This is an optimization exercise on Yosys and OpenROAD, whose aim is small area, not a production implementation.
No run shown here included a check of the RTL's function; only the layout flow was run.
Power and IR drop assume default switching activity.

==> flow/design.v (outline; a module is shown in full before it is edited, if it fits) <==
// module p_fa: 4 lines
// module p_fac: 4 lines
// module p_ha: 4 lines
// module p_nor2: 3 lines
// module p_or2: 3 lines
// module p_and2: 3 lines
// module p_inv: 3 lines
// module p_xor2: 3 lines
// module p_xnor2: 3 lines
// module p_xor3: 3 lines
// module p_a222oi: 3 lines
// module magnitude_wrapper: 1019 lines
module magnitude_wrapper(
	input aclk,
	input aresetn,
	input s_i_data_valid,
	output reg s_o_data_ready,
	input [31:0] s_i_data,
	output reg m_o_data_valid,
	input m_i_data_ready,
	output [31:0] m_o_data
    );
  // ...
==> flow/flow/run.sh <==
#!/bin/bash
# Standard layout, but the port buffers are the smallest plain buffer and
# the clock tree uses smaller buffers without dummy loads.
set -euo pipefail
export BUFFER_PORTS_ARGS="-buffer_cell sky130_fd_sc_hd__buf_1"
export CTS_ARGS="-sink_clustering_enable -repair_clock_nets -dont_use_dummy_load -buf_list sky130_fd_sc_hd__clkbuf_8"
bash standard.sh finish > standard_flow.log 2>&1
==> flow/standard.sh <==
#!/bin/bash
# synth_recipe.tcl (not shown) runs the flow's synth.tcl, then flattens the netlist and writes it again
# the make line also repeats each setting of config.mk as NAME=value (left out here)
make -C /OpenROAD-flow-scripts/flow DESIGN_CONFIG=/design/flow/config.mk WORK_HOME=/design/flow/orfs CLKGATE_MAP_FILE= SYNTH_SCRIPT=/design/flow/synth_recipe.tcl "${@:-finish}"
==> flow/config.mk <==
export PLATFORM = sky130hd
export DESIGN_NAME = magnitude_wrapper
export DESIGN_NICKNAME = magnitude_wrapper
export VERILOG_FILES = /design/flow/design.v
export SDC_FILE = /design/flow/constraint.sdc
export NUM_CORES = 4
export LEC_CHECK = 0
export CAP_MARGIN = 20
export CORE_MARGIN = 2
export CORE_UTILIZATION = 40
export SLEW_MARGIN = 20
export SYNTH_HIERARCHICAL = 1
export SYNTH_MINIMUM_KEEP_SIZE = 0
==> flow/constraint.sdc <==
create_clock -name core_clock -period 10.0 [get_ports {aclk}]
set_input_delay 2.0000 -clock core_clock [delete_from_list [all_inputs] [get_ports {aclk}]]
set_output_delay 2.0000 -clock core_clock [all_outputs]
set_load 0.01 [all_outputs]
==> results.sh, run 1 <==
export IMPL_setup_viol=0
export IMPL_p_sw_share_pct=43.5
export IMPL_dp_cells=866
export IMPL_fin_area_um2=7800
export IMPL_dr_max_layer_used="met4"
export IMPL_total_power_mw=3.00
export IMPL_postLayoutCoreUtil_pct=45.2
export IMPL_drt_met1_wl_um=6550
export IMPL_wl_met2_um=7740
export IMPL_r2r_cells=25
export IMPL_diodes=0
export IMPL_layoutNonFillerInstCount=875
export IMPL_met1_usage_pct=23.9
export IMPL_hold_violations=0
export IMPL_worst_setup_path_type="in -> reg"
export IMPL_nNetsFinal=857
export IMPL_regToRegSetupSlack_ns=1.45
export IMPL_worst_path_max_delay_cell="a222oi_1"
export IMPL_outcome="finished clean"
export IMPL_crit_required_ns=10.28
export IMPL_skew_ns=0.0445
export IMPL_drt_wl_total_um=15500
export IMPL_synth_compound_area_share_pct=7.48
export IMPL_grt_start_max_net_pins=35
export IMPL_comb_power_mw=2.09
export IMPL_clock_path_buffers=2
export IMPL_hold_depth=1
export IMPL_dieHeight_um=137
export IMPL_regArea_um2=2290
export IMPL_crit_path_max_incr_delay_ns=0.46
export IMPL_htreeDepth=3
==> run 2, diff against run 1 <==
==> flow/design.v (replaced) <==
module p_fa(input a, input b, input c, output s, output co);
  assign s = a ^ b ^ c;
  assign co = (a & b) | (c & (a ^ b));
endmodule
module p_fac(input a, input b, output s, output co);
  assign s = ~(a ^ b);
  assign co = a | b;
endmodule
module p_ha(input a, input b, output s, output co);
  assign s = a ^ b;
  assign co = a & b;
endmodule
module p_nor2(input a, input b, output y);
  assign y = ~(a | b);
endmodule
module p_or2(input a, input b, output y);
  assign y = a | b;
endmodule
module p_and2(input a, input b, output y);
  assign y = a & b;
endmodule
module p_inv(input a, output y);
  assign y = ~a;
endmodule
module p_xor2(input a, input b, output y);
  assign y = a ^ b;
endmodule
module p_xnor2(input a, input b, output y);
  assign y = ~(a ^ b);
endmodule
module p_xor3(input a, input b, input c, output y);
  assign y = a ^ b ^ c;
endmodule
module p_a222oi(input a1, input a2, input b1, input b2, input c1, input c2, output y);
  assign y = ~((a1 & a2) | (b1 & b2) | (c1 & c2));
endmodule
module magnitude_wrapper(
	input aclk,
	input aresetn,
	input s_i_data_valid,
	output reg s_o_data_ready,
	input [31:0] s_i_data,
	output reg m_o_data_valid,
	input m_i_data_ready,
	output [31:0] m_o_data
    );
	reg start, ack;
	reg f2, f3;
	reg [15:0] a_re, a_im;
	reg [31:0] p;         
	reg [31:0] cn;        
	reg pc_13, cnc_13;
	wire tc_13, cvc_13, cdc_13;
	reg pc_21, cnc_21;
	wire tc_21, cvc_21, cdc_21;
	wire acc = s_i_data_valid & ~ack;
	wire [15:0] xn;       
	wire [31:0] t;        
	wire [31:0] cv;       
	wire [31:0] mo;
	wire [31:0] cd;
	wire sel_re = f2;
	wire f1 = start & ~ack;
	wire sel_im = f1 | f3;
	wire sel_pin = ~ack & ~start;
	wire pm = f1 | (ack & ~f2);
	wire ld_t = m_i_data_ready & f3;
	wire ld_p = m_i_data_ready & ~f3;
	wire hold = ~m_i_data_ready;
	p_a222oi um0 (.a1(sel_re), .a2(a_re[0]), .b1(sel_im), .b2(a_im[0]), .c1(sel_pin), .c2(s_i_data[0]), .y(xn[0]));
	p_a222oi um1 (.a1(sel_re), .a2(a_re[1]), .b1(sel_im), .b2(a_im[1]), .c1(sel_pin), .c2(s_i_data[1]), .y(xn[1]));
	p_a222oi um2 (.a1(sel_re), .a2(a_re[2]), .b1(sel_im), .b2(a_im[2]), .c1(sel_pin), .c2(s_i_data[2]), .y(xn[2]));
	p_a222oi um3 (.a1(sel_re), .a2(a_re[3]), .b1(sel_im), .b2(a_im[3]), .c1(sel_pin), .c2(s_i_data[3]), .y(xn[3]));
	p_a222oi um4 (.a1(sel_re), .a2(a_re[4]), .b1(sel_im), .b2(a_im[4]), .c1(sel_pin), .c2(s_i_data[4]), .y(xn[4]));
	p_a222oi um5 (.a1(sel_re), .a2(a_re[5]), .b1(sel_im), .b2(a_im[5]), .c1(sel_pin), .c2(s_i_data[5]), .y(xn[5]));
	p_a222oi um6 (.a1(sel_re), .a2(a_re[6]), .b1(sel_im), .b2(a_im[6]), .c1(sel_pin), .c2(s_i_data[6]), .y(xn[6]));
	p_a222oi um7 (.a1(sel_re), .a2(a_re[7]), .b1(sel_im), .b2(a_im[7]), .c1(sel_pin), .c2(s_i_data[7]), .y(xn[7]));
	p_a222oi um8 (.a1(sel_re), .a2(a_re[8]), .b1(sel_im), .b2(a_im[8]), .c1(sel_pin), .c2(s_i_data[8]), .y(xn[8]));
	p_a222oi um9 (.a1(sel_re), .a2(a_re[9]), .b1(sel_im), .b2(a_im[9]), .c1(sel_pin), .c2(s_i_data[9]), .y(xn[9]));
	p_a222oi um10 (.a1(sel_re), .a2(a_re[10]), .b1(sel_im), .b2(a_im[10]), .c1(sel_pin), .c2(s_i_data[10]), .y(xn[10]));
	p_a222oi um11 (.a1(sel_re), .a2(a_re[11]), .b1(sel_im), .b2(a_im[11]), .c1(sel_pin), .c2(s_i_data[11]), .y(xn[11]));
	p_a222oi um12 (.a1(sel_re), .a2(a_re[12]), .b1(sel_im), .b2(a_im[12]), .c1(sel_pin), .c2(s_i_data[12]), .y(xn[12]));
	p_a222oi um13 (.a1(sel_re), .a2(a_re[13]), .b1(sel_im), .b2(a_im[13]), .c1(sel_pin), .c2(s_i_data[13]), .y(xn[13]));
	p_a222oi um14 (.a1(sel_re), .a2(a_re[14]), .b1(sel_im), .b2(a_im[14]), .c1(sel_pin), .c2(s_i_data[14]), .y(xn[14]));
	p_a222oi um15 (.a1(sel_re), .a2(a_re[15]), .b1(sel_im), .b2(a_im[15]), .c1(sel_pin), .c2(s_i_data[15]), .y(xn[15]));
	assign t[0] = s_731;
	assign t[1] = s_734;
	assign t[2] = s_737;
	assign t[3] = s_740;
	assign t[4] = s_743;
	assign t[5] = s_746;
	assign t[6] = s_749;
	assign t[7] = s_752;
	assign t[8] = s_755;
	assign t[9] = s_758;
	assign t[10] = s_761;
	assign t[11] = s_764;
	assign t[12] = s_767;
	assign t[13] = s_770;
	assign t[14] = s_773;
	assign t[15] = s_776;
	assign t[16] = s_779;
	assign t[17] = s_782;
	assign t[18] = s_785;
	assign t[19] = s_788;
	assign t[20] = s_791;
	assign t[21] = s_626;
	assign t[22] = s_644;
	assign t[23] = s_659;
	assign t[24] = s_674;
	assign t[25] = s_686;
	assign t[26] = s_698;
	assign t[27] = s_707;
	assign t[28] = s_716;
	assign t[29] = s_722;
	assign t[30] = s_728;
	assign t[31] = s_798;
	assign tc_13 = c_768;
	assign tc_21 = c_792;
	p_a222oi uc0 (.a1(ld_t), .a2(t[0]), .b1(ld_p), .b2(p[0]), .c1(hold), .c2(cv[0]), .y(cd[0]));
	p_inv ui0 (.a(cn[0]), .y(cv[0]));
	p_a222oi uc1 (.a1(ld_t), .a2(t[1]), .b1(ld_p), .b2(p[1]), .c1(hold), .c2(cv[1]), .y(cd[1]));
	p_inv ui1 (.a(cn[1]), .y(cv[1]));
	p_a222oi uc2 (.a1(ld_t), .a2(t[2]), .b1(ld_p), .b2(p[2]), .c1(hold), .c2(cv[2]), .y(cd[2]));
	p_inv ui2 (.a(cn[2]), .y(cv[2]));
	p_a222oi uc3 (.a1(ld_t), .a2(t[3]), .b1(ld_p), .b2(p[3]), .c1(hold), .c2(cv[3]), .y(cd[3]));
	p_inv ui3 (.a(cn[3]), .y(cv[3]));
	p_a222oi uc4 (.a1(ld_t), .a2(t[4]), .b1(ld_p), .b2(p[4]), .c1(hold), .c2(cv[4]), .y(cd[4]));
	p_inv ui4 (.a(cn[4]), .y(cv[4]));
	p_a222oi uc5 (.a1(ld_t), .a2(t[5]), .b1(ld_p), .b2(p[5]), .c1(hold), .c2(cv[5]), .y(cd[5]));
	p_inv ui5 (.a(cn[5]), .y(cv[5]));
	p_a222oi uc6 (.a1(ld_t), .a2(t[6]), .b1(ld_p), .b2(p[6]), .c1(hold), .c2(cv[6]), .y(cd[6]));
	p_inv ui6 (.a(cn[6]), .y(cv[6]));
	p_a222oi uc7 (.a1(ld_t), .a2(t[7]), .b1(ld_p), .b2(p[7]), .c1(hold), .c2(cv[7]), .y(cd[7]));
	p_inv ui7 (.a(cn[7]), .y(cv[7]));
	p_a222oi uc8 (.a1(ld_t), .a2(t[8]), .b1(ld_p), .b2(p[8]), .c1(hold), .c2(cv[8]), .y(cd[8]));
	p_inv ui8 (.a(cn[8]), .y(cv[8]));
	p_a222oi uc9 (.a1(ld_t), .a2(t[9]), .b1(ld_p), .b2(p[9]), .c1(hold), .c2(cv[9]), .y(cd[9]));
	p_inv ui9 (.a(cn[9]), .y(cv[9]));
	p_a222oi uc10 (.a1(ld_t), .a2(t[10]), .b1(ld_p), .b2(p[10]), .c1(hold), .c2(cv[10]), .y(cd[10]));
	p_inv ui10 (.a(cn[10]), .y(cv[10]));
	p_a222oi uc11 (.a1(ld_t), .a2(t[11]), .b1(ld_p), .b2(p[11]), .c1(hold), .c2(cv[11]), .y(cd[11]));
	p_inv ui11 (.a(cn[11]), .y(cv[11]));
	p_a222oi uc12 (.a1(ld_t), .a2(t[12]), .b1(ld_p), .b2(p[12]), .c1(hold), .c2(cv[12]), .y(cd[12]));
	p_inv ui12 (.a(cn[12]), .y(cv[12]));
	p_a222oi uc13 (.a1(ld_t), .a2(t[13]), .b1(ld_p), .b2(p[13]), .c1(hold), .c2(cv[13]), .y(cd[13]));
	p_inv ui13 (.a(cn[13]), .y(cv[13]));
	p_a222oi uc14 (.a1(ld_t), .a2(t[14]), .b1(ld_p), .b2(p[14]), .c1(hold), .c2(cv[14]), .y(cd[14]));
	p_inv ui14 (.a(cn[14]), .y(cv[14]));
	p_a222oi uc15 (.a1(ld_t), .a2(t[15]), .b1(ld_p), .b2(p[15]), .c1(hold), .c2(cv[15]), .y(cd[15]));
	p_inv ui15 (.a(cn[15]), .y(cv[15]));
	p_a222oi uc16 (.a1(ld_t), .a2(t[16]), .b1(ld_p), .b2(p[16]), .c1(hold), .c2(cv[16]), .y(cd[16]));
	p_inv ui16 (.a(cn[16]), .y(cv[16]));
	p_a222oi uc17 (.a1(ld_t), .a2(t[17]), .b1(ld_p), .b2(p[17]), .c1(hold), .c2(cv[17]), .y(cd[17]));
	p_inv ui17 (.a(cn[17]), .y(cv[17]));
	p_a222oi uc18 (.a1(ld_t), .a2(t[18]), .b1(ld_p), .b2(p[18]), .c1(hold), .c2(cv[18]), .y(cd[18]));
	p_inv ui18 (.a(cn[18]), .y(cv[18]));
	p_a222oi uc19 (.a1(ld_t), .a2(t[19]), .b1(ld_p), .b2(p[19]), .c1(hold), .c2(cv[19]), .y(cd[19]));
	p_inv ui19 (.a(cn[19]), .y(cv[19]));
	p_a222oi uc20 (.a1(ld_t), .a2(t[20]), .b1(ld_p), .b2(p[20]), .c1(hold), .c2(cv[20]), .y(cd[20]));
	p_inv ui20 (.a(cn[20]), .y(cv[20]));
	p_a222oi uc21 (.a1(ld_t), .a2(t[21]), .b1(ld_p), .b2(p[21]), .c1(hold), .c2(cv[21]), .y(cd[21]));
	p_inv ui21 (.a(cn[21]), .y(cv[21]));
	p_a222oi uc22 (.a1(ld_t), .a2(t[22]), .b1(ld_p), .b2(p[22]), .c1(hold), .c2(cv[22]), .y(cd[22]));
	p_inv ui22 (.a(cn[22]), .y(cv[22]));
	p_a222oi uc23 (.a1(ld_t), .a2(t[23]), .b1(ld_p), .b2(p[23]), .c1(hold), .c2(cv[23]), .y(cd[23]));
	p_inv ui23 (.a(cn[23]), .y(cv[23]));
	p_a222oi uc24 (.a1(ld_t), .a2(t[24]), .b1(ld_p), .b2(p[24]), .c1(hold), .c2(cv[24]), .y(cd[24]));
	p_inv ui24 (.a(cn[24]), .y(cv[24]));
	p_a222oi uc25 (.a1(ld_t), .a2(t[25]), .b1(ld_p), .b2(p[25]), .c1(hold), .c2(cv[25]), .y(cd[25]));
	p_inv ui25 (.a(cn[25]), .y(cv[25]));
	p_a222oi uc26 (.a1(ld_t), .a2(t[26]), .b1(ld_p), .b2(p[26]), .c1(hold), .c2(cv[26]), .y(cd[26]));
	p_inv ui26 (.a(cn[26]), .y(cv[26]));
	p_a222oi uc27 (.a1(ld_t), .a2(t[27]), .b1(ld_p), .b2(p[27]), .c1(hold), .c2(cv[27]), .y(cd[27]));
	p_inv ui27 (.a(cn[27]), .y(cv[27]));
	p_a222oi uc28 (.a1(ld_t), .a2(t[28]), .b1(ld_p), .b2(p[28]), .c1(hold), .c2(cv[28]), .y(cd[28]));
	p_inv ui28 (.a(cn[28]), .y(cv[28]));
	p_a222oi uc29 (.a1(ld_t), .a2(t[29]), .b1(ld_p), .b2(p[29]), .c1(hold), .c2(cv[29]), .y(cd[29]));
	p_inv ui29 (.a(cn[29]), .y(cv[29]));
	p_a222oi uc30 (.a1(ld_t), .a2(t[30]), .b1(ld_p), .b2(p[30]), .c1(hold), .c2(cv[30]), .y(cd[30]));
	p_inv ui30 (.a(cn[30]), .y(cv[30]));
	p_a222oi uc31 (.a1(ld_t), .a2(t[31]), .b1(ld_p), .b2(p[31]), .c1(hold), .c2(cv[31]), .y(cd[31]));
	p_inv ui31 (.a(cn[31]), .y(cv[31]));
	p_a222oi ucc13 (.a1(ld_t), .a2(tc_13), .b1(ld_p), .b2(pc_13), .c1(hold), .c2(cvc_13), .y(cdc_13));
	p_inv uic13 (.a(cnc_13), .y(cvc_13));
	p_a222oi ucc21 (.a1(ld_t), .a2(tc_21), .b1(ld_p), .b2(pc_21), .c1(hold), .c2(cvc_21), .y(cdc_21));
	p_inv uic21 (.a(cnc_21), .y(cvc_21));
	assign mo[0] = cv[0];
	assign mo[1] = cv[1];
	assign mo[2] = cv[2];
	assign mo[3] = cv[3];
	assign mo[4] = cv[4];
	assign mo[5] = cv[5];
	assign mo[6] = cv[6];
	assign mo[7] = cv[7];
	assign mo[8] = cv[8];
	assign mo[9] = cv[9];
	assign mo[10] = cv[10];
	assign mo[11] = cv[11];
	assign mo[12] = cv[12];
	assign m_o_data = mo;
	wire dg_1;
	wire dg_3;
	wire dg_5;
	wire dg_7;
	wire dg_9;
	wire dg_11;
	wire dg_13;
	wire dg_15;
	wire dg_17;
	wire dg_19;
	wire dg_21;
	wire dg_23;
	wire dg_25;
	wire dg_27;
	wire dg_29;
	wire dg_31;
	wire pp_33;
	wire pp_35;
	wire pp_37;
	wire pp_39;
	wire pp_41;
	wire pp_43;
	wire pp_45;
	wire pp_47;
	wire pp_49;
	wire pp_51;
	wire pp_53;
	wire pp_55;
	wire pp_57;
	wire pp_59;
	wire pp_61;
	wire pp_63;
	wire pp_65;
	wire pp_67;
	wire pp_69;
	wire pp_71;
	wire pp_73;
	wire pp_75;
	wire pp_77;
	wire pp_79;
	wire pp_81;
	wire pp_83;
	wire pp_85;
	wire pp_87;
	wire pp_89;
	wire pp_91;
	wire pp_93;
	wire pp_95;
	wire pp_97;
	wire pp_99;
	wire pp_101;
	wire pp_103;
	wire pp_105;
	wire pp_107;
	wire pp_109;
	wire pp_111;
	wire pp_113;
	wire pp_115;
	wire pp_117;
	wire pp_119;
	wire pp_121;
	wire pp_123;
	wire pp_125;
	wire pp_127;
	wire pp_129;
	wire pp_131;
	wire pp_133;
	wire pp_135;
	wire pp_137;
	wire pp_139;
	wire pp_141;
	wire pp_143;
	wire pp_145;
	wire pp_147;
	wire pp_149;
	wire pp_151;
	wire pp_153;
	wire pp_155;
	wire pp_157;
	wire pp_159;
	wire pp_161;
	wire pp_163;
	wire pp_165;
	wire pp_167;
	wire pp_169;
	wire pp_171;
	wire pp_173;
	wire pp_175;
	wire pp_177;
	wire pp_179;
	wire pp_181;
	wire pp_183;
	wire pp_185;
	wire pp_187;
	wire pp_189;
	wire pp_191;
	wire pp_193;
	wire pp_195;
	wire pp_197;
	wire pp_199;
	wire pp_201;
	wire pp_203;
	wire pp_205;
	wire pp_207;
	wire pp_209;
	wire pp_211;
	wire pp_213;
	wire pp_215;
	wire pp_217;
	wire pp_219;
	wire pp_221;
	wire pp_223;
	wire pp_225;
	wire pp_227;
	wire pp_229;
	wire pp_231;
	wire pp_233;
	wire pp_235;
	wire pp_237;
	wire pp_239;
	wire pp_241;
	wire pp_243;
	wire pp_245;
	wire pp_247;
	wire pp_249;
	wire pp_251;
	wire pp_253;
	wire pp_255;
	wire pp_257;
	wire pp_259;
	wire pp_261;
	wire pp_263;
	wire pp_265;
	wire pp_267;
	wire pp_269;
	wire pp_271;
	wire pm_273;
	wire pm_275;
	wire pm_277;
	wire pm_279;
	wire pm_281;
	wire pm_283;
	wire pm_285;
	wire pm_287;
	wire pm_289;
	wire pm_291;
	wire pm_293;
	wire pm_295;
	wire pm_297;
	wire pm_299;
	wire pm_301;
	wire pm_303;
	wire pm_305;
	wire pm_307;
	wire pm_309;
	wire pm_311;
	wire pm_313;
	wire pm_315;
	wire pm_317;
	wire pm_319;
	wire pm_321;
	wire pm_323;
	wire pm_325;
	wire pm_327;
	wire pm_329;
	wire pm_331;
	wire pm_333;
	wire pm_335;
	wire pmc_337;
	wire pmc_339;
	wire s_341;
	wire c_342;
	wire s_344;
	wire c_345;
	wire s_347;
	wire c_348;
	wire s_350;
	wire c_351;
	wire s_353;
	wire c_354;
	wire s_356;
	wire c_357;
	wire s_359;
	wire c_360;
	wire s_362;
	wire c_363;
	wire s_365;
	wire c_366;
	wire s_368;
	wire c_369;
	wire s_371;
	wire c_372;
	wire s_374;
	wire c_375;
	wire s_377;
	wire c_378;
	wire s_380;
	wire c_381;
	wire s_383;
	wire c_384;
	wire s_386;
	wire c_387;
	wire s_389;
	wire c_390;
	wire s_392;
	wire c_393;
	wire s_395;
	wire c_396;
	wire s_398;
	wire c_399;
	wire s_401;
	wire c_402;
	wire s_404;
	wire c_405;
	wire s_407;
	wire c_408;
	wire s_410;
	wire c_411;
	wire s_413;
	wire c_414;
	wire s_416;
	wire c_417;
	wire s_419;
	wire c_420;
	wire s_422;
	wire c_423;
	wire s_425;
	wire c_426;
	wire s_428;
	wire c_429;
	wire s_431;
	wire c_432;
	wire s_434;
	wire c_435;
	wire s_437;
	wire c_438;
	wire s_440;
	wire c_441;
	wire s_443;
	wire c_444;
	wire s_446;
	wire c_447;
	wire s_449;
	wire c_450;
	wire s_452;
	wire c_453;
	wire s_455;
	wire c_456;
	wire s_458;
	wire c_459;
	wire s_461;
	wire c_462;
	wire s_464;
	wire c_465;
	wire s_467;
	wire c_468;
	wire s_470;
	wire c_471;
	wire s_473;
	wire c_474;
	wire s_476;
	wire c_477;
	wire s_479;
	wire c_480;
	wire s_482;
	wire c_483;
	wire s_485;
	wire c_486;
	wire s_488;
	wire c_489;
	wire s_491;
	wire c_492;
	wire s_494;
	wire c_495;
	wire s_497;
	wire c_498;
	wire s_500;
	wire c_501;
	wire s_503;
	wire c_504;
	wire s_506;
	wire c_507;
	wire s_509;
	wire c_510;
	wire s_512;
	wire c_513;
	wire s_515;
	wire c_516;
	wire s_518;
	wire c_519;
	wire s_521;
	wire c_522;
	wire s_524;
	wire c_525;
	wire s_527;
	wire c_528;
	wire s_530;
	wire c_531;
	wire s_533;
	wire c_534;
	wire s_536;
	wire c_537;
	wire s_539;
	wire c_540;
	wire s_542;
	wire c_543;
	wire s_545;
	wire c_546;
	wire s_548;
	wire c_549;
	wire s_551;
	wire c_552;
	wire s_554;
	wire c_555;
	wire s_557;
	wire c_558;
	wire s_560;
	wire c_561;
	wire s_563;
	wire c_564;
	wire s_566;
	wire c_567;
	wire s_569;
	wire c_570;
	wire s_572;
	wire c_573;
	wire s_575;
	wire c_576;
	wire s_578;
	wire c_579;
	wire s_581;
	wire c_582;
	wire s_584;
	wire c_585;
	wire s_587;
	wire c_588;
	wire s_590;
	wire c_591;
	wire s_593;
	wire c_594;
	wire s_596;
	wire c_597;
	wire s_599;
	wire c_600;
	wire s_602;
	wire c_603;
	wire s_605;
	wire c_606;
	wire s_608;
	wire c_609;
	wire s_611;
	wire c_612;
	wire s_614;
	wire c_615;
	wire s_617;
	wire c_618;
	wire s_620;
	wire c_621;
	wire s_623;
	wire c_624;
	wire s_626;
	wire c_627;
	wire s_629;
	wire c_630;
	wire s_632;
	wire c_633;
	wire s_635;
	wire c_636;
	wire s_638;
	wire c_639;
	wire s_641;
	wire c_642;
	wire s_644;
	wire c_645;
	wire s_647;
	wire c_648;
	wire s_650;
	wire c_651;
	wire s_653;
	wire c_654;
	wire s_656;
	wire c_657;
	wire s_659;
	wire c_660;
	wire s_662;
	wire c_663;
	wire s_665;
	wire c_666;
	wire s_668;
	wire c_669;
	wire s_671;
	wire c_672;
	wire s_674;
	wire c_675;
	wire s_677;
	wire c_678;
	wire s_680;
	wire c_681;
	wire s_683;
	wire c_684;
	wire s_686;
	wire c_687;
	wire s_689;
	wire c_690;
	wire s_692;
	wire c_693;
	wire s_695;
	wire c_696;
	wire s_698;
	wire c_699;
	wire s_701;
	wire c_702;
	wire s_704;
	wire c_705;
	wire s_707;
	wire c_708;
	wire s_710;
	wire c_711;
	wire s_713;
	wire c_714;
	wire s_716;
	wire c_717;
	wire s_719;
	wire c_720;
	wire s_722;
	wire c_723;
	wire s_725;
	wire c_726;
	wire s_728;
	wire c_729;
	wire s_731;
	wire c_732;
	wire s_734;
	wire c_735;
	wire s_737;
	wire c_738;
	wire s_740;
	wire c_741;
	wire s_743;
	wire c_744;
	wire s_746;
	wire c_747;
	wire s_749;
	wire c_750;
	wire s_752;
	wire c_753;
	wire s_755;
	wire c_756;
	wire s_758;
	wire c_759;
	wire s_761;
	wire c_762;
	wire s_764;
	wire c_765;
	wire s_767;
	wire c_768;
	wire s_770;
	wire c_771;
	wire s_773;
	wire c_774;
	wire s_776;
	wire c_777;
	wire s_779;
	wire c_780;
	wire s_782;
	wire c_783;
	wire s_785;
	wire c_786;
	wire s_788;
	wire c_789;
	wire s_791;
	wire c_792;
	wire s_794;
	wire s_796;
	wire s_798;
	wire e_800;
	wire e_802;
	wire e_804;
	wire e_806;
	wire e_808;
	wire e_810;
	wire e_812;
	wire e_814;
	wire e_816;
	wire e_818;
	wire e_820;
	wire e_822;
	wire e_824;
	wire e_826;
	wire e_828;
	wire e_830;
	wire e_832;
	wire e_834;
  p_inv u2 (.a(xn[0]), .y(dg_1));
  p_inv u4 (.a(xn[1]), .y(dg_3));
  p_inv u6 (.a(xn[2]), .y(dg_5));
  p_inv u8 (.a(xn[3]), .y(dg_7));
  p_inv u10 (.a(xn[4]), .y(dg_9));
  p_inv u12 (.a(xn[5]), .y(dg_11));
  p_inv u14 (.a(xn[6]), .y(dg_13));
  p_inv u16 (.a(xn[7]), .y(dg_15));
  p_inv u18 (.a(xn[8]), .y(dg_17));
  p_inv u20 (.a(xn[9]), .y(dg_19));
  p_inv u22 (.a(xn[10]), .y(dg_21));
  p_inv u24 (.a(xn[11]), .y(dg_23));
  p_inv u26 (.a(xn[12]), .y(dg_25));
  p_inv u28 (.a(xn[13]), .y(dg_27));
  p_inv u30 (.a(xn[14]), .y(dg_29));
  p_inv u32 (.a(xn[15]), .y(dg_31));
  p_nor2 u34 (.a(xn[0]), .b(xn[1]), .y(pp_33));
  p_nor2 u36 (.a(xn[0]), .b(xn[2]), .y(pp_35));
  p_nor2 u38 (.a(xn[0]), .b(xn[3]), .y(pp_37));
  p_nor2 u40 (.a(xn[0]), .b(xn[4]), .y(pp_39));
  p_nor2 u42 (.a(xn[0]), .b(xn[5]), .y(pp_41));
  p_nor2 u44 (.a(xn[0]), .b(xn[6]), .y(pp_43));
  p_nor2 u46 (.a(xn[0]), .b(xn[7]), .y(pp_45));
  p_nor2 u48 (.a(xn[0]), .b(xn[8]), .y(pp_47));
  p_nor2 u50 (.a(xn[0]), .b(xn[9]), .y(pp_49));
  p_nor2 u52 (.a(xn[0]), .b(xn[10]), .y(pp_51));
  p_nor2 u54 (.a(xn[0]), .b(xn[11]), .y(pp_53));
  p_nor2 u56 (.a(xn[0]), .b(xn[12]), .y(pp_55));
  p_nor2 u58 (.a(xn[0]), .b(xn[13]), .y(pp_57));
  p_nor2 u60 (.a(xn[0]), .b(xn[14]), .y(pp_59));
  p_nor2 u62 (.a(dg_1), .b(xn[15]), .y(pp_61));
  p_nor2 u64 (.a(xn[1]), .b(xn[2]), .y(pp_63));
  p_nor2 u66 (.a(xn[1]), .b(xn[3]), .y(pp_65));
  p_nor2 u68 (.a(xn[1]), .b(xn[4]), .y(pp_67));
  p_nor2 u70 (.a(xn[1]), .b(xn[5]), .y(pp_69));
  p_nor2 u72 (.a(xn[1]), .b(xn[6]), .y(pp_71));
  p_nor2 u74 (.a(xn[1]), .b(xn[7]), .y(pp_73));
  p_nor2 u76 (.a(xn[1]), .b(xn[8]), .y(pp_75));
  p_nor2 u78 (.a(xn[1]), .b(xn[9]), .y(pp_77));
  p_nor2 u80 (.a(xn[1]), .b(xn[10]), .y(pp_79));
  p_nor2 u82 (.a(xn[1]), .b(xn[11]), .y(pp_81));
  p_nor2 u84 (.a(xn[1]), .b(xn[12]), .y(pp_83));
  p_nor2 u86 (.a(xn[1]), .b(xn[13]), .y(pp_85));
  p_nor2 u88 (.a(xn[1]), .b(xn[14]), .y(pp_87));
  p_nor2 u90 (.a(dg_3), .b(xn[15]), .y(pp_89));
  p_nor2 u92 (.a(xn[2]), .b(xn[3]), .y(pp_91));
  p_nor2 u94 (.a(xn[2]), .b(xn[4]), .y(pp_93));
  p_nor2 u96 (.a(xn[2]), .b(xn[5]), .y(pp_95));
  p_nor2 u98 (.a(xn[2]), .b(xn[6]), .y(pp_97));
  p_nor2 u100 (.a(xn[2]), .b(xn[7]), .y(pp_99));
  p_nor2 u102 (.a(xn[2]), .b(xn[8]), .y(pp_101));
  p_nor2 u104 (.a(xn[2]), .b(xn[9]), .y(pp_103));
  p_nor2 u106 (.a(xn[2]), .b(xn[10]), .y(pp_105));
  p_nor2 u108 (.a(xn[2]), .b(xn[11]), .y(pp_107));
  p_nor2 u110 (.a(xn[2]), .b(xn[12]), .y(pp_109));
  p_nor2 u112 (.a(xn[2]), .b(xn[13]), .y(pp_111));
  p_nor2 u114 (.a(xn[2]), .b(xn[14]), .y(pp_113));
  p_nor2 u116 (.a(dg_5), .b(xn[15]), .y(pp_115));
  p_nor2 u118 (.a(xn[3]), .b(xn[4]), .y(pp_117));
  p_nor2 u120 (.a(xn[3]), .b(xn[5]), .y(pp_119));
  p_nor2 u122 (.a(xn[3]), .b(xn[6]), .y(pp_121));
  p_nor2 u124 (.a(xn[3]), .b(xn[7]), .y(pp_123));
  p_nor2 u126 (.a(xn[3]), .b(xn[8]), .y(pp_125));
  p_nor2 u128 (.a(xn[3]), .b(xn[9]), .y(pp_127));
  p_nor2 u130 (.a(xn[3]), .b(xn[10]), .y(pp_129));
  p_nor2 u132 (.a(xn[3]), .b(xn[11]), .y(pp_131));
  p_nor2 u134 (.a(xn[3]), .b(xn[12]), .y(pp_133));
  p_nor2 u136 (.a(xn[3]), .b(xn[13]), .y(pp_135));
  p_nor2 u138 (.a(xn[3]), .b(xn[14]), .y(pp_137));
  p_nor2 u140 (.a(dg_7), .b(xn[15]), .y(pp_139));
  p_nor2 u142 (.a(xn[4]), .b(xn[5]), .y(pp_141));
  p_nor2 u144 (.a(xn[4]), .b(xn[6]), .y(pp_143));
  p_nor2 u146 (.a(xn[4]), .b(xn[7]), .y(pp_145));
  p_nor2 u148 (.a(xn[4]), .b(xn[8]), .y(pp_147));
  p_nor2 u150 (.a(xn[4]), .b(xn[9]), .y(pp_149));
  p_nor2 u152 (.a(xn[4]), .b(xn[10]), .y(pp_151));
  p_nor2 u154 (.a(xn[4]), .b(xn[11]), .y(pp_153));
  p_nor2 u156 (.a(xn[4]), .b(xn[12]), .y(pp_155));
  p_nor2 u158 (.a(xn[4]), .b(xn[13]), .y(pp_157));
  p_nor2 u160 (.a(xn[4]), .b(xn[14]), .y(pp_159));
  p_nor2 u162 (.a(dg_9), .b(xn[15]), .y(pp_161));
  p_nor2 u164 (.a(xn[5]), .b(xn[6]), .y(pp_163));
  p_nor2 u166 (.a(xn[5]), .b(xn[7]), .y(pp_165));
  p_nor2 u168 (.a(xn[5]), .b(xn[8]), .y(pp_167));
  p_nor2 u170 (.a(xn[5]), .b(xn[9]), .y(pp_169));
  p_nor2 u172 (.a(xn[5]), .b(xn[10]), .y(pp_171));
  p_nor2 u174 (.a(xn[5]), .b(xn[11]), .y(pp_173));
  p_nor2 u176 (.a(xn[5]), .b(xn[12]), .y(pp_175));
  p_nor2 u178 (.a(xn[5]), .b(xn[13]), .y(pp_177));
  p_nor2 u180 (.a(xn[5]), .b(xn[14]), .y(pp_179));
  p_nor2 u182 (.a(dg_11), .b(xn[15]), .y(pp_181));
  p_nor2 u184 (.a(xn[6]), .b(xn[7]), .y(pp_183));
  p_nor2 u186 (.a(xn[6]), .b(xn[8]), .y(pp_185));
  p_nor2 u188 (.a(xn[6]), .b(xn[9]), .y(pp_187));
  p_nor2 u190 (.a(xn[6]), .b(xn[10]), .y(pp_189));
  p_nor2 u192 (.a(xn[6]), .b(xn[11]), .y(pp_191));
  p_nor2 u194 (.a(xn[6]), .b(xn[12]), .y(pp_193));
  p_nor2 u196 (.a(xn[6]), .b(xn[13]), .y(pp_195));
  p_nor2 u198 (.a(xn[6]), .b(xn[14]), .y(pp_197));
  p_nor2 u200 (.a(dg_13), .b(xn[15]), .y(pp_199));
  p_nor2 u202 (.a(xn[7]), .b(xn[8]), .y(pp_201));
  p_nor2 u204 (.a(xn[7]), .b(xn[9]), .y(pp_203));
  p_nor2 u206 (.a(xn[7]), .b(xn[10]), .y(pp_205));
  p_nor2 u208 (.a(xn[7]), .b(xn[11]), .y(pp_207));
  p_nor2 u210 (.a(xn[7]), .b(xn[12]), .y(pp_209));
  p_nor2 u212 (.a(xn[7]), .b(xn[13]), .y(pp_211));
  p_nor2 u214 (.a(xn[7]), .b(xn[14]), .y(pp_213));
  p_nor2 u216 (.a(dg_15), .b(xn[15]), .y(pp_215));
  p_nor2 u218 (.a(xn[8]), .b(xn[9]), .y(pp_217));
  p_nor2 u220 (.a(xn[8]), .b(xn[10]), .y(pp_219));
  p_nor2 u222 (.a(xn[8]), .b(xn[11]), .y(pp_221));
  p_nor2 u224 (.a(xn[8]), .b(xn[12]), .y(pp_223));
  p_nor2 u226 (.a(xn[8]), .b(xn[13]), .y(pp_225));
  p_nor2 u228 (.a(xn[8]), .b(xn[14]), .y(pp_227));
  p_nor2 u230 (.a(dg_17), .b(xn[15]), .y(pp_229));
  p_nor2 u232 (.a(xn[9]), .b(xn[10]), .y(pp_231));
  p_nor2 u234 (.a(xn[9]), .b(xn[11]), .y(pp_233));
  p_nor2 u236 (.a(xn[9]), .b(xn[12]), .y(pp_235));
  p_nor2 u238 (.a(xn[9]), .b(xn[13]), .y(pp_237));
  p_nor2 u240 (.a(xn[9]), .b(xn[14]), .y(pp_239));
  p_nor2 u242 (.a(dg_19), .b(xn[15]), .y(pp_241));
  p_nor2 u244 (.a(xn[10]), .b(xn[11]), .y(pp_243));
  p_nor2 u246 (.a(xn[10]), .b(xn[12]), .y(pp_245));
  p_nor2 u248 (.a(xn[10]), .b(xn[13]), .y(pp_247));
  p_nor2 u250 (.a(xn[10]), .b(xn[14]), .y(pp_249));
  p_nor2 u252 (.a(dg_21), .b(xn[15]), .y(pp_251));
  p_nor2 u254 (.a(xn[11]), .b(xn[12]), .y(pp_253));
  p_nor2 u256 (.a(xn[11]), .b(xn[13]), .y(pp_255));
  p_nor2 u258 (.a(xn[11]), .b(xn[14]), .y(pp_257));
  p_nor2 u260 (.a(dg_23), .b(xn[15]), .y(pp_259));
  p_nor2 u262 (.a(xn[12]), .b(xn[13]), .y(pp_261));
  p_nor2 u264 (.a(xn[12]), .b(xn[14]), .y(pp_263));
  p_nor2 u266 (.a(dg_25), .b(xn[15]), .y(pp_265));
  p_nor2 u268 (.a(xn[13]), .b(xn[14]), .y(pp_267));
  p_nor2 u270 (.a(dg_27), .b(xn[15]), .y(pp_269));
  p_nor2 u272 (.a(dg_29), .b(xn[15]), .y(pp_271));
  p_and2 u274 (.a(p[0]), .b(pm), .y(pm_273));
  p_and2 u276 (.a(p[1]), .b(pm), .y(pm_275));
  p_and2 u278 (.a(p[2]), .b(pm), .y(pm_277));
  p_and2 u280 (.a(p[3]), .b(pm), .y(pm_279));
  p_and2 u282 (.a(p[4]), .b(pm), .y(pm_281));
  p_and2 u284 (.a(p[5]), .b(pm), .y(pm_283));
  p_and2 u286 (.a(p[6]), .b(pm), .y(pm_285));
  p_and2 u288 (.a(p[7]), .b(pm), .y(pm_287));
  p_and2 u290 (.a(p[8]), .b(pm), .y(pm_289));
  p_and2 u292 (.a(p[9]), .b(pm), .y(pm_291));
  p_and2 u294 (.a(p[10]), .b(pm), .y(pm_293));
  p_and2 u296 (.a(p[11]), .b(pm), .y(pm_295));
  p_and2 u298 (.a(p[12]), .b(pm), .y(pm_297));
  p_and2 u300 (.a(p[13]), .b(pm), .y(pm_299));
  p_and2 u302 (.a(p[14]), .b(pm), .y(pm_301));
  p_and2 u304 (.a(p[15]), .b(pm), .y(pm_303));
  p_and2 u306 (.a(p[16]), .b(pm), .y(pm_305));
  p_and2 u308 (.a(p[17]), .b(pm), .y(pm_307));
  p_and2 u310 (.a(p[18]), .b(pm), .y(pm_309));
  p_and2 u312 (.a(p[19]), .b(pm), .y(pm_311));
  p_and2 u314 (.a(p[20]), .b(pm), .y(pm_313));
  p_and2 u316 (.a(p[21]), .b(pm), .y(pm_315));
  p_and2 u318 (.a(p[22]), .b(pm), .y(pm_317));
  p_and2 u320 (.a(p[23]), .b(pm), .y(pm_319));
  p_and2 u322 (.a(p[24]), .b(pm), .y(pm_321));
  p_and2 u324 (.a(p[25]), .b(pm), .y(pm_323));
  p_and2 u326 (.a(p[26]), .b(pm), .y(pm_325));
  p_and2 u328 (.a(p[27]), .b(pm), .y(pm_327));
  p_and2 u330 (.a(p[28]), .b(pm), .y(pm_329));
  p_and2 u332 (.a(p[29]), .b(pm), .y(pm_331));
  p_and2 u334 (.a(p[30]), .b(pm), .y(pm_333));
  p_and2 u336 (.a(p[31]), .b(pm), .y(pm_335));
  p_and2 u338 (.a(pc_13), .b(pm), .y(pmc_337));
  p_and2 u340 (.a(pc_21), .b(pm), .y(pmc_339));
  p_fa u343 (.a(pm_277), .b(dg_3), .c(pp_33), .s(s_341), .co(c_342));
  p_fa u346 (.a(pm_279), .b(pp_35), .c(c_342), .s(s_344), .co(c_345));
  p_fa u349 (.a(pm_281), .b(dg_5), .c(pp_37), .s(s_347), .co(c_348));
  p_fa u352 (.a(pp_63), .b(s_347), .c(c_345), .s(s_350), .co(c_351));
  p_fa u355 (.a(pm_283), .b(pp_39), .c(pp_65), .s(s_353), .co(c_354));
  p_fa u358 (.a(c_348), .b(s_353), .c(c_351), .s(s_356), .co(c_357));
  p_fa u361 (.a(pm_285), .b(dg_7), .c(pp_41), .s(s_359), .co(c_360));
  p_fa u364 (.a(pp_67), .b(pp_91), .c(c_354), .s(s_362), .co(c_363));
  p_fa u367 (.a(s_359), .b(s_362), .c(c_357), .s(s_365), .co(c_366));
  p_fa u370 (.a(pm_287), .b(pp_43), .c(pp_69), .s(s_368), .co(c_369));
  p_fa u373 (.a(pp_93), .b(c_360), .c(s_368), .s(s_371), .co(c_372));
  p_fa u376 (.a(c_363), .b(s_371), .c(c_366), .s(s_374), .co(c_375));
  p_fa u379 (.a(pm_289), .b(dg_9), .c(pp_117), .s(s_377), .co(c_378));
  p_fa u382 (.a(pp_45), .b(pp_71), .c(pp_95), .s(s_380), .co(c_381));
  p_fa u385 (.a(c_369), .b(s_377), .c(s_380), .s(s_383), .co(c_384));
  p_fa u388 (.a(c_372), .b(s_383), .c(c_375), .s(s_386), .co(c_387));
  p_fa u391 (.a(pm_291), .b(pp_119), .c(pp_47), .s(s_389), .co(c_390));
  p_fa u394 (.a(pp_73), .b(pp_97), .c(c_378), .s(s_392), .co(c_393));
  p_fa u397 (.a(c_381), .b(s_389), .c(s_392), .s(s_395), .co(c_396));
  p_fa u400 (.a(c_384), .b(s_395), .c(c_387), .s(s_398), .co(c_399));
  p_fa u403 (.a(pm_293), .b(dg_11), .c(pp_121), .s(s_401), .co(c_402));
  p_fa u406 (.a(pp_141), .b(pp_49), .c(pp_75), .s(s_404), .co(c_405));
  p_fa u409 (.a(pp_99), .b(c_390), .c(s_401), .s(s_407), .co(c_408));
  p_fa u412 (.a(s_404), .b(c_393), .c(s_407), .s(s_410), .co(c_411));
  p_fa u415 (.a(c_396), .b(s_410), .c(c_399), .s(s_413), .co(c_414));
  p_fa u418 (.a(pm_295), .b(pp_101), .c(pp_123), .s(s_416), .co(c_417));
  p_fa u421 (.a(pp_143), .b(pp_51), .c(pp_77), .s(s_419), .co(c_420));
  p_fa u424 (.a(c_402), .b(c_405), .c(s_416), .s(s_422), .co(c_423));
  p_fa u427 (.a(s_419), .b(c_408), .c(s_422), .s(s_425), .co(c_426));
  p_fa u430 (.a(c_411), .b(s_425), .c(c_414), .s(s_428), .co(c_429));
  p_fa u433 (.a(pm_297), .b(dg_13), .c(pp_103), .s(s_431), .co(c_432));
  p_fa u436 (.a(pp_125), .b(pp_145), .c(pp_163), .s(s_434), .co(c_435));
  p_fa u439 (.a(pp_53), .b(pp_79), .c(c_417), .s(s_437), .co(c_438));
  p_fa u442 (.a(c_420), .b(s_431), .c(s_434), .s(s_440), .co(c_441));
  p_fa u445 (.a(c_423), .b(s_437), .c(s_440), .s(s_443), .co(c_444));
  p_fa u448 (.a(c_426), .b(s_443), .c(c_429), .s(s_446), .co(c_447));
  p_fa u451 (.a(pm_299), .b(pmc_337), .c(pp_105), .s(s_449), .co(c_450));
  p_fa u454 (.a(pp_127), .b(pp_147), .c(pp_165), .s(s_452), .co(c_453));
  p_fa u457 (.a(pp_55), .b(pp_81), .c(c_432), .s(s_455), .co(c_456));
  p_fa u460 (.a(c_435), .b(s_449), .c(s_452), .s(s_458), .co(c_459));
  p_fa u463 (.a(c_438), .b(s_455), .c(c_441), .s(s_461), .co(c_462));
  p_fa u466 (.a(s_458), .b(c_444), .c(s_461), .s(s_464), .co(c_465));
  p_fa u469 (.a(pm_301), .b(dg_15), .c(pp_107), .s(s_467), .co(c_468));
  p_fa u472 (.a(pp_129), .b(pp_149), .c(pp_167), .s(s_470), .co(c_471));
  p_fa u475 (.a(pp_183), .b(pp_57), .c(pp_83), .s(s_473), .co(c_474));
  p_fa u478 (.a(c_450), .b(c_453), .c(s_467), .s(s_476), .co(c_477));
  p_fa u481 (.a(s_470), .b(s_473), .c(c_456), .s(s_479), .co(c_480));
  p_fa u484 (.a(c_459), .b(s_476), .c(s_479), .s(s_482), .co(c_483));
  p_fa u487 (.a(c_462), .b(s_482), .c(c_465), .s(s_485), .co(c_486));
  p_fa u490 (.a(pm_303), .b(pp_109), .c(pp_131), .s(s_488), .co(c_489));
  p_fa u493 (.a(pp_151), .b(pp_169), .c(pp_185), .s(s_491), .co(c_492));
  p_fa u496 (.a(pp_59), .b(pp_85), .c(c_468), .s(s_494), .co(c_495));
  p_fa u499 (.a(c_471), .b(c_474), .c(s_488), .s(s_497), .co(c_498));
  p_fa u502 (.a(s_491), .b(c_477), .c(s_494), .s(s_500), .co(c_501));
  p_fa u505 (.a(s_497), .b(c_480), .c(s_500), .s(s_503), .co(c_504));
  p_fa u508 (.a(c_483), .b(s_503), .c(c_486), .s(s_506), .co(c_507));
  p_fa u511 (.a(pm_305), .b(dg_17), .c(dg_31), .s(s_509), .co(c_510));
  p_fa u514 (.a(pp_111), .b(pp_133), .c(pp_153), .s(s_512), .co(c_513));
  p_fa u517 (.a(pp_171), .b(pp_187), .c(pp_201), .s(s_515), .co(c_516));
  p_fa u520 (.a(pp_87), .b(pp_61), .c(c_489), .s(s_518), .co(c_519));
  p_fa u523 (.a(c_492), .b(s_509), .c(s_512), .s(s_521), .co(c_522));
  p_fa u526 (.a(s_515), .b(c_495), .c(c_498), .s(s_524), .co(c_525));
  p_fa u529 (.a(s_518), .b(s_521), .c(c_501), .s(s_527), .co(c_528));
  p_fa u532 (.a(s_524), .b(c_504), .c(s_527), .s(s_530), .co(c_531));
  p_fa u535 (.a(pm_307), .b(pp_113), .c(pp_135), .s(s_533), .co(c_534));
  p_fa u538 (.a(pp_155), .b(pp_173), .c(pp_189), .s(s_536), .co(c_537));
  p_fa u541 (.a(pp_203), .b(pp_89), .c(c_510), .s(s_539), .co(c_540));
  p_fa u544 (.a(c_513), .b(c_516), .c(s_533), .s(s_542), .co(c_543));
  p_fa u547 (.a(s_536), .b(c_519), .c(s_539), .s(s_545), .co(c_546));
  p_fa u550 (.a(c_522), .b(s_542), .c(c_525), .s(s_548), .co(c_549));
  p_fa u553 (.a(s_545), .b(c_528), .c(s_548), .s(s_551), .co(c_552));
  p_fa u556 (.a(pm_309), .b(dg_19), .c(pp_137), .s(s_554), .co(c_555));
  p_fa u559 (.a(pp_157), .b(pp_175), .c(pp_191), .s(s_557), .co(c_558));
  p_fa u562 (.a(pp_205), .b(pp_217), .c(pp_115), .s(s_560), .co(c_561));
  p_fa u565 (.a(c_534), .b(c_537), .c(s_554), .s(s_563), .co(c_564));
  p_fa u568 (.a(s_557), .b(s_560), .c(c_540), .s(s_566), .co(c_567));
  p_fa u571 (.a(c_543), .b(s_563), .c(c_546), .s(s_569), .co(c_570));
  p_fa u574 (.a(s_566), .b(c_549), .c(s_569), .s(s_572), .co(c_573));
  p_fa u577 (.a(pm_311), .b(pp_159), .c(pp_177), .s(s_575), .co(c_576));
  p_fa u580 (.a(pp_193), .b(pp_207), .c(pp_219), .s(s_578), .co(c_579));
  p_fa u583 (.a(pp_139), .b(c_555), .c(c_558), .s(s_581), .co(c_582));
  p_fa u586 (.a(c_561), .b(s_575), .c(s_578), .s(s_584), .co(c_585));
  p_fa u589 (.a(c_564), .b(s_581), .c(s_584), .s(s_587), .co(c_588));
  p_fa u592 (.a(c_567), .b(s_587), .c(c_570), .s(s_590), .co(c_591));
  p_fa u595 (.a(pm_313), .b(dg_21), .c(pp_179), .s(s_593), .co(c_594));
  p_fa u598 (.a(pp_195), .b(pp_209), .c(pp_221), .s(s_596), .co(c_597));
  p_fa u601 (.a(pp_231), .b(pp_161), .c(c_576), .s(s_599), .co(c_600));
  p_fa u604 (.a(c_579), .b(s_593), .c(s_596), .s(s_602), .co(c_603));
  p_fa u607 (.a(c_582), .b(s_599), .c(c_585), .s(s_605), .co(c_606));
  p_fa u610 (.a(s_602), .b(c_588), .c(s_605), .s(s_608), .co(c_609));
  p_fa u613 (.a(pm_315), .b(pmc_339), .c(pp_197), .s(s_611), .co(c_612));
  p_fa u616 (.a(pp_211), .b(pp_223), .c(pp_233), .s(s_614), .co(c_615));
  p_fa u619 (.a(pp_181), .b(c_594), .c(c_597), .s(s_617), .co(c_618));
  p_fa u622 (.a(s_611), .b(s_614), .c(c_600), .s(s_620), .co(c_621));
  p_fa u625 (.a(c_603), .b(s_617), .c(s_620), .s(s_623), .co(c_624));
  p_fa u628 (.a(c_606), .b(s_623), .c(c_609), .s(s_626), .co(c_627));
  p_fa u631 (.a(pm_317), .b(dg_23), .c(pp_213), .s(s_629), .co(c_630));
  p_fa u634 (.a(pp_225), .b(pp_235), .c(pp_243), .s(s_632), .co(c_633));
  p_fa u637 (.a(pp_199), .b(c_612), .c(c_615), .s(s_635), .co(c_636));
  p_fa u640 (.a(s_629), .b(s_632), .c(c_618), .s(s_638), .co(c_639));
  p_fa u643 (.a(s_635), .b(c_621), .c(s_638), .s(s_641), .co(c_642));
  p_fa u646 (.a(c_624), .b(s_641), .c(c_627), .s(s_644), .co(c_645));
  p_fa u649 (.a(pm_319), .b(pp_227), .c(pp_237), .s(s_647), .co(c_648));
  p_fa u652 (.a(pp_245), .b(pp_215), .c(c_630), .s(s_650), .co(c_651));
  p_fa u655 (.a(c_633), .b(s_647), .c(c_636), .s(s_653), .co(c_654));
  p_fa u658 (.a(s_650), .b(c_639), .c(s_653), .s(s_656), .co(c_657));
  p_fa u661 (.a(c_642), .b(s_656), .c(c_645), .s(s_659), .co(c_660));
  p_fa u664 (.a(pm_321), .b(dg_25), .c(pp_239), .s(s_662), .co(c_663));
  p_fa u667 (.a(pp_247), .b(pp_253), .c(pp_229), .s(s_665), .co(c_666));
  p_fa u670 (.a(c_648), .b(s_662), .c(s_665), .s(s_668), .co(c_669));
  p_fa u673 (.a(c_651), .b(s_668), .c(c_654), .s(s_671), .co(c_672));
  p_fa u676 (.a(c_657), .b(s_671), .c(c_660), .s(s_674), .co(c_675));
  p_fa u679 (.a(pm_323), .b(pp_249), .c(pp_255), .s(s_677), .co(c_678));
  p_fa u682 (.a(pp_241), .b(c_663), .c(c_666), .s(s_680), .co(c_681));
  p_fa u685 (.a(s_677), .b(c_669), .c(s_680), .s(s_683), .co(c_684));
  p_fa u688 (.a(s_683), .b(c_672), .c(c_675), .s(s_686), .co(c_687));
  p_fa u691 (.a(pm_325), .b(dg_27), .c(pp_257), .s(s_689), .co(c_690));
  p_fa u694 (.a(pp_261), .b(pp_251), .c(c_678), .s(s_692), .co(c_693));
  p_fa u697 (.a(s_689), .b(c_681), .c(s_692), .s(s_695), .co(c_696));
  p_fa u700 (.a(c_684), .b(s_695), .c(c_687), .s(s_698), .co(c_699));
  p_fa u703 (.a(pm_327), .b(pp_263), .c(pp_259), .s(s_701), .co(c_702));
  p_fa u706 (.a(c_690), .b(s_701), .c(c_693), .s(s_704), .co(c_705));
  p_fa u709 (.a(s_704), .b(c_696), .c(c_699), .s(s_707), .co(c_708));
  p_fa u712 (.a(pm_329), .b(dg_29), .c(pp_267), .s(s_710), .co(c_711));
  p_fa u715 (.a(pp_265), .b(s_710), .c(c_702), .s(s_713), .co(c_714));
  p_fa u718 (.a(s_713), .b(c_705), .c(c_708), .s(s_716), .co(c_717));
  p_fa u721 (.a(pm_331), .b(pp_269), .c(c_711), .s(s_719), .co(c_720));
  p_fa u724 (.a(s_719), .b(c_714), .c(c_717), .s(s_722), .co(c_723));
  p_fa u727 (.a(pm_333), .b(dg_31), .c(pp_271), .s(s_725), .co(c_726));
  p_fa u730 (.a(s_725), .b(c_720), .c(c_723), .s(s_728), .co(c_729));
  p_ha u733 (.a(pm_273), .b(dg_1), .s(s_731), .co(c_732));
  p_ha u736 (.a(pm_275), .b(c_732), .s(s_734), .co(c_735));
  p_ha u739 (.a(c_735), .b(s_341), .s(s_737), .co(c_738));
  p_ha u742 (.a(c_738), .b(s_344), .s(s_740), .co(c_741));
  p_ha u745 (.a(c_741), .b(s_350), .s(s_743), .co(c_744));
  p_ha u748 (.a(c_744), .b(s_356), .s(s_746), .co(c_747));
  p_ha u751 (.a(c_747), .b(s_365), .s(s_749), .co(c_750));
  p_ha u754 (.a(c_750), .b(s_374), .s(s_752), .co(c_753));
  p_ha u757 (.a(c_753), .b(s_386), .s(s_755), .co(c_756));
  p_ha u760 (.a(c_756), .b(s_398), .s(s_758), .co(c_759));
  p_ha u763 (.a(c_759), .b(s_413), .s(s_761), .co(c_762));
  p_ha u766 (.a(c_762), .b(s_428), .s(s_764), .co(c_765));
  p_ha u769 (.a(c_765), .b(s_446), .s(s_767), .co(c_768));
  p_ha u772 (.a(s_464), .b(c_447), .s(s_770), .co(c_771));
  p_ha u775 (.a(s_485), .b(c_771), .s(s_773), .co(c_774));
  p_ha u778 (.a(s_506), .b(c_774), .s(s_776), .co(c_777));
  p_fa u781 (.a(s_530), .b(c_507), .c(c_777), .s(s_779), .co(c_780));
  p_fa u784 (.a(c_531), .b(s_551), .c(c_780), .s(s_782), .co(c_783));
  p_fa u787 (.a(c_552), .b(s_572), .c(c_783), .s(s_785), .co(c_786));
  p_fa u790 (.a(c_573), .b(s_590), .c(c_786), .s(s_788), .co(c_789));
  p_fa u793 (.a(s_608), .b(c_591), .c(c_789), .s(s_791), .co(c_792));
  p_xor2 u795 (.a(pm_335), .b(dg_31), .y(s_794));
  p_xor2 u797 (.a(s_794), .b(c_726), .y(s_796));
  p_xor2 u799 (.a(s_796), .b(c_729), .y(s_798));
  p_ha u801 (.a(cv[13]), .b(cvc_13), .s(mo[13]), .co(e_800));
  p_ha u803 (.a(cv[14]), .b(e_800), .s(mo[14]), .co(e_802));
  p_ha u805 (.a(cv[15]), .b(e_802), .s(mo[15]), .co(e_804));
  p_ha u807 (.a(cv[16]), .b(e_804), .s(mo[16]), .co(e_806));
  p_ha u809 (.a(cv[17]), .b(e_806), .s(mo[17]), .co(e_808));
  p_ha u811 (.a(cv[18]), .b(e_808), .s(mo[18]), .co(e_810));
  p_ha u813 (.a(cv[19]), .b(e_810), .s(mo[19]), .co(e_812));
  p_ha u815 (.a(cv[20]), .b(e_812), .s(mo[20]), .co(e_814));
  p_fa u817 (.a(cv[21]), .b(cvc_21), .c(e_814), .s(mo[21]), .co(e_816));
  p_ha u819 (.a(cv[22]), .b(e_816), .s(mo[22]), .co(e_818));
  p_ha u821 (.a(cv[23]), .b(e_818), .s(mo[23]), .co(e_820));
  p_ha u823 (.a(cv[24]), .b(e_820), .s(mo[24]), .co(e_822));
  p_ha u825 (.a(cv[25]), .b(e_822), .s(mo[25]), .co(e_824));
  p_ha u827 (.a(cv[26]), .b(e_824), .s(mo[26]), .co(e_826));
  p_ha u829 (.a(cv[27]), .b(e_826), .s(mo[27]), .co(e_828));
  p_ha u831 (.a(cv[28]), .b(e_828), .s(mo[28]), .co(e_830));
  p_ha u833 (.a(cv[29]), .b(e_830), .s(mo[29]), .co(e_832));
  p_ha u835 (.a(cv[30]), .b(e_832), .s(mo[30]), .co(e_834));
  p_xor2 u836 (.a(cv[31]), .b(e_834), .y(mo[31]));
	always @(posedge aclk) begin
		start <= acc | (start & ~ack & aresetn);
		s_o_data_ready <= acc | (s_o_data_ready & aresetn);
		ack <= start;
		f2 <= acc & start;
		f3 <= f2;
		if (m_i_data_ready) m_o_data_valid <= ack;
		else if (!aresetn) m_o_data_valid <= 1'b0;
		a_re <= s_i_data[15:0];
		if (acc) a_im <= s_i_data[31:16];
		p <= t;
		cn <= cd;
		pc_13 <= tc_13;
		cnc_13 <= cdc_13;
		pc_21 <= tc_21;
		cnc_21 <= cdc_21;
	end
endmodule
==> run 2 against run 1 <==
- still clean on timing, DRC and antenna
- cell count is 0.46% lower
- utilization is 0.18 points lower
- combinational power is 8% lower
- wire length is 4.6% higher
- critical path depth is 1 lower
- clock skew is 0.0095 ns lower
- sequential share of layout area is 0.22 points higher
- design area is 0.74% lower
- non-clock buffer count stayed put
- clock-buffer cell count stayed put
- register-to-register slack hardly changed
- via count is 1.1% higher
- critical endpoint is now cn[20]$_DFF_P_
==> results.sh, run 2 <==
export IMPL_final_cell_mix="fa_1, nor2_1, dfxtp_1"
export IMPL_root_buffer="clkbuf_8"
export IMPL_synthCells=560
export IMPL_drt_iter0_drc=432
export IMPL_tritoncts="done"
export IMPL_post_cts_setup_buffers=0
export IMPL_dieArea_um2=18500
export IMPL_core_area_um2=17200
export IMPL_nNetsFinal=853
export IMPL_dr_pass1_iters=8
export IMPL_arrival_ns=9.64
export IMPL_worst_setup_path_type="in -> reg"
export IMPL_fillers=1654
export IMPL_crit_buf_inv=2
export IMPL_antenna_found_initial=0
export IMPL_ys_ff_latch=106
export IMPL_hold_path_startpoint="p[2]$_DFF_P_"
export IMPL_drc=0
export IMPL_max_freq_ghz=0.107
export IMPL_cts_buffers=9
export IMPL_multi_input_area_um2=4430
export IMPL_crit_path_max_incr_delay_ns=0.47
export IMPL_via_per_inst=5.35
export IMPL_clk_latency_ns=0.40
export IMPL_routed_via_count=4664
export IMPL_synth_commonest_cells="fa_1, nor2_1, dfxtp_1"
export IMPL_synth_area_per_cell_um2=12.5
export IMPL_total_power_mw=2.82
export IMPL_rr_startpoint="ack$_DFF_P_"
export IMPL_cp_max_fo=3
export IMPL_post_synth_top_count_cell="fa_1"
export IMPL_path_clk_slew_ns=0.11
export IMPL_finalCritPeriodShare_pct=93.6
export IMPL_drt_wl_total_um=16200
export IMPL_synth_top_area_cell="fa_1"
export IMPL_skew_ns=0.0350
export IMPL_crit_required_ns=10.28
export IMPL_critPathLaunch="s_i_data[1]"
export IMPL_grt_setup_unrepaired="no"
export IMPL_dieHeight_um=136
export IMPL_holdBufCountCts=0
export IMPL_dp_cells=862
export IMPL_diodes=0
export IMPL_grt_pass1_vias=5343
export IMPL_setup_viol=0
export IMPL_grt_remaining_overflow=0
export IMPL_layoutNonFillerInstCount=871
export IMPL_crit_chain="buf_1 -> a222oi_1 -> inv_1 -> fa_2 -> fa_1 -> fa_2 -> fa_1 -> fa_1 -> fa_2 -> fa_2 -> fa_2 -> fa_2 -> fa_2 -> fa_1 -> ha_1 -> ha_1 -> ha_1 -> fa_1 -> fa_2 -> fa_2 -> fa_2 -> fa_1 -> a222oi_1"
export IMPL_gp_congestion=0.863
export IMPL_drv_slew=0
export IMPL_max_cap_violations=0
export IMPL_syn_cell_area_um2=6980
export IMPL_worst_pin_slew_ns=0.942
export IMPL_maxSlewHeadroom_pct=37.2
export IMPL_portBuffers=69
export IMPL_cp_top_family="adder cells"
export IMPL_hpwl_um=12200
export IMPL_critPathCaptureType="register"
export IMPL_cts_sinks=106
export IMPL_yosysSeqAreaShare_pct=32.8
export IMPL_grt_pass1_wl_um=27600
export IMPL_htreeDepth=3
export IMPL_fin_crit_ns=9.36
export IMPL_cp_common_cell="fa_2"
export IMPL_synth_nets=765
export IMPL_ant_nets=0
export IMPL_clock_path_buffers=2
export IMPL_hold_violations=0
export IMPL_start_util_pct=40.7
export IMPL_die_w_um=136
export IMPL_grt_start_max_net_pins=38
export IMPL_synth_top_area_share_pct=39.0
export IMPL_drive_above_1_share_pct=6.50
export IMPL_synth_edff_count=17
export IMPL_reg_top3="cn (32), p (32)"
export IMPL_final_common_cell="fa_1"
export IMPL_power_density_nw_per_um2=364
export IMPL_routedWlPerCell_um=18.6
export IMPL_yosysWarningCount=7
export IMPL_setup_tns_final_ns=0
export IMPL_p_leak_nw=3.60
export IMPL_synth_area_leaders="fa_1, dfxtp_1, edfxtp_1, a222oi_1, nor2_1"
export IMPL_outcome="finished clean"
export IMPL_hold_class="reg -> reg"
export IMPL_area_growth_pct=10.8
export IMPL_worst_path_max_delay_cell="a222oi_1"
export IMPL_cts_resized=0
export IMPL_synth_cell_types=14
export IMPL_peakVddDrop_v=0.000232
export IMPL_pin_count=70
export IMPL_synth_top_flop_cell="dfxtp_1"
export IMPL_startpoint_type="input port"
export IMPL_grt_usage_pct=19.6
export IMPL_postLayoutCoreUtil_pct=45.1
export IMPL_regArea_um2=2290
export IMPL_rows=48
export IMPL_synthArstFlopShare_pct=0
## run 2: cell count changes in the layout (fill, tap and decap cells not counted), sizes merged
cell | previous run | this run
xor2 | 3 | 4
fa | 135 | 136
ha | 34 | 33
or2 | 15 | 0
nor2 | 109 | 124
inv | 57 | 52
## run 2: power breakdown
part           internal, mW  total [mW]  switching [mW]
Sequential            0.626       0.681          0.0548
Clock                0.0811       0.217           0.136
Combinational         0.865        1.92            1.05
## run 2: per-stage QoR
stage	hold WS, ns	setup WS [ns]	area [um^2]
after floorplan	0.372	0.0127	7010
after global placement	0.383	0.408	7620
after detailed placement	0.391	0.281	7620
after CTS	0.407	0.655	7740
after global routing	0.409	0.388	7740
final	0.401	0.643	7740
## run 2: worst paths after layout
check	to	slack [ns]	depth (start not counted)
max	cn[20]$_DFF_P_	0.64	23
min reg2reg	cn[2]$_DFF_P_	0.40	1
max reg2reg	cn[20]$_DFF_P_	1.46	24
min	cn[2]$_DFF_P_	0.40	1
## run 2: cell type report
| cell class | instances | area share, % |
|---|---|---|
| clock buffers | 9 | 1.60 |
| inverters | 52 | 2.52 |
| well taps | 225 | 3.64 |
| flip-flops and latches | 106 | 29.6 |
| multi-input cells | 389 | 57.2 |
| repair buffers | 90 | 5.38 |
## run 2: layer usage
metal  GRT usage [%]  routed length, um  vias to the layer above
li1                -                  -                     2050
met1            23.9               6790                     2453
met2            34.0               8310                      140
met3            5.03                838                       21
met4            6.19                311                        0
met5               0                  0                        -
## run 2: cells by family (layout without fill, tap and decap cells)
logic type	Yosys count	in the layout	synth area share [%]
AOI/OAI and AO/OA	54	54	7.52
xor gates and xnor gates	4	4	0.502
adders and majority gates	169	169	44.9
buffers and inverters	65	151	4.19
DFF	106	106	32.8
and+or+nand+nor	162	162	10.1
## run 2: per-module statistics from Yosys, one instance, submodules excluded
| module | flops+latches | copies in the design |
|---|---|---|
| magnitude_wrapper | 106 | 1 |
| p_ha | 0 | 33 |
| p_inv | 0 | 50 |
| p_nor2 | 0 | 120 |
| p_fa | 0 | 136 |
| p_a222oi | 0 | 50 |
| p_and2 | 0 | 34 |
| p_xor2 | 0 | 4 |

==> separate check: timing with driven ports <==
Ports are ideal in the flow. The routed layouts listed here were re-timed in OpenROAD. Step 1, drivers: a clkbuf_16 drives aclk and a buf_2 each remaining input, both assumed. Step 2 moves the port delays by t, midway between the first and last clock arrival at a register: inputs arrive t later, outputs are due t later. That takes back most of the time a late clock gives input paths. Three values: no drivers, after step 1, after step 2; two values: the first two.
run | shift t [ns] | setup WS [ns] | worst slew at a driven data input, ns
run 1 | 0.419 | 0.625 / 0.642 / 0.222 | 0.05
run 2 | 0.420 | 0.643 / 0.658 / 0.238 | 0.04
After both steps setup and hold are still met in every run listed. The setup slack of run 2, which loses most, moves by +0.015 ns with the drivers and by -0.405 ns with both steps.
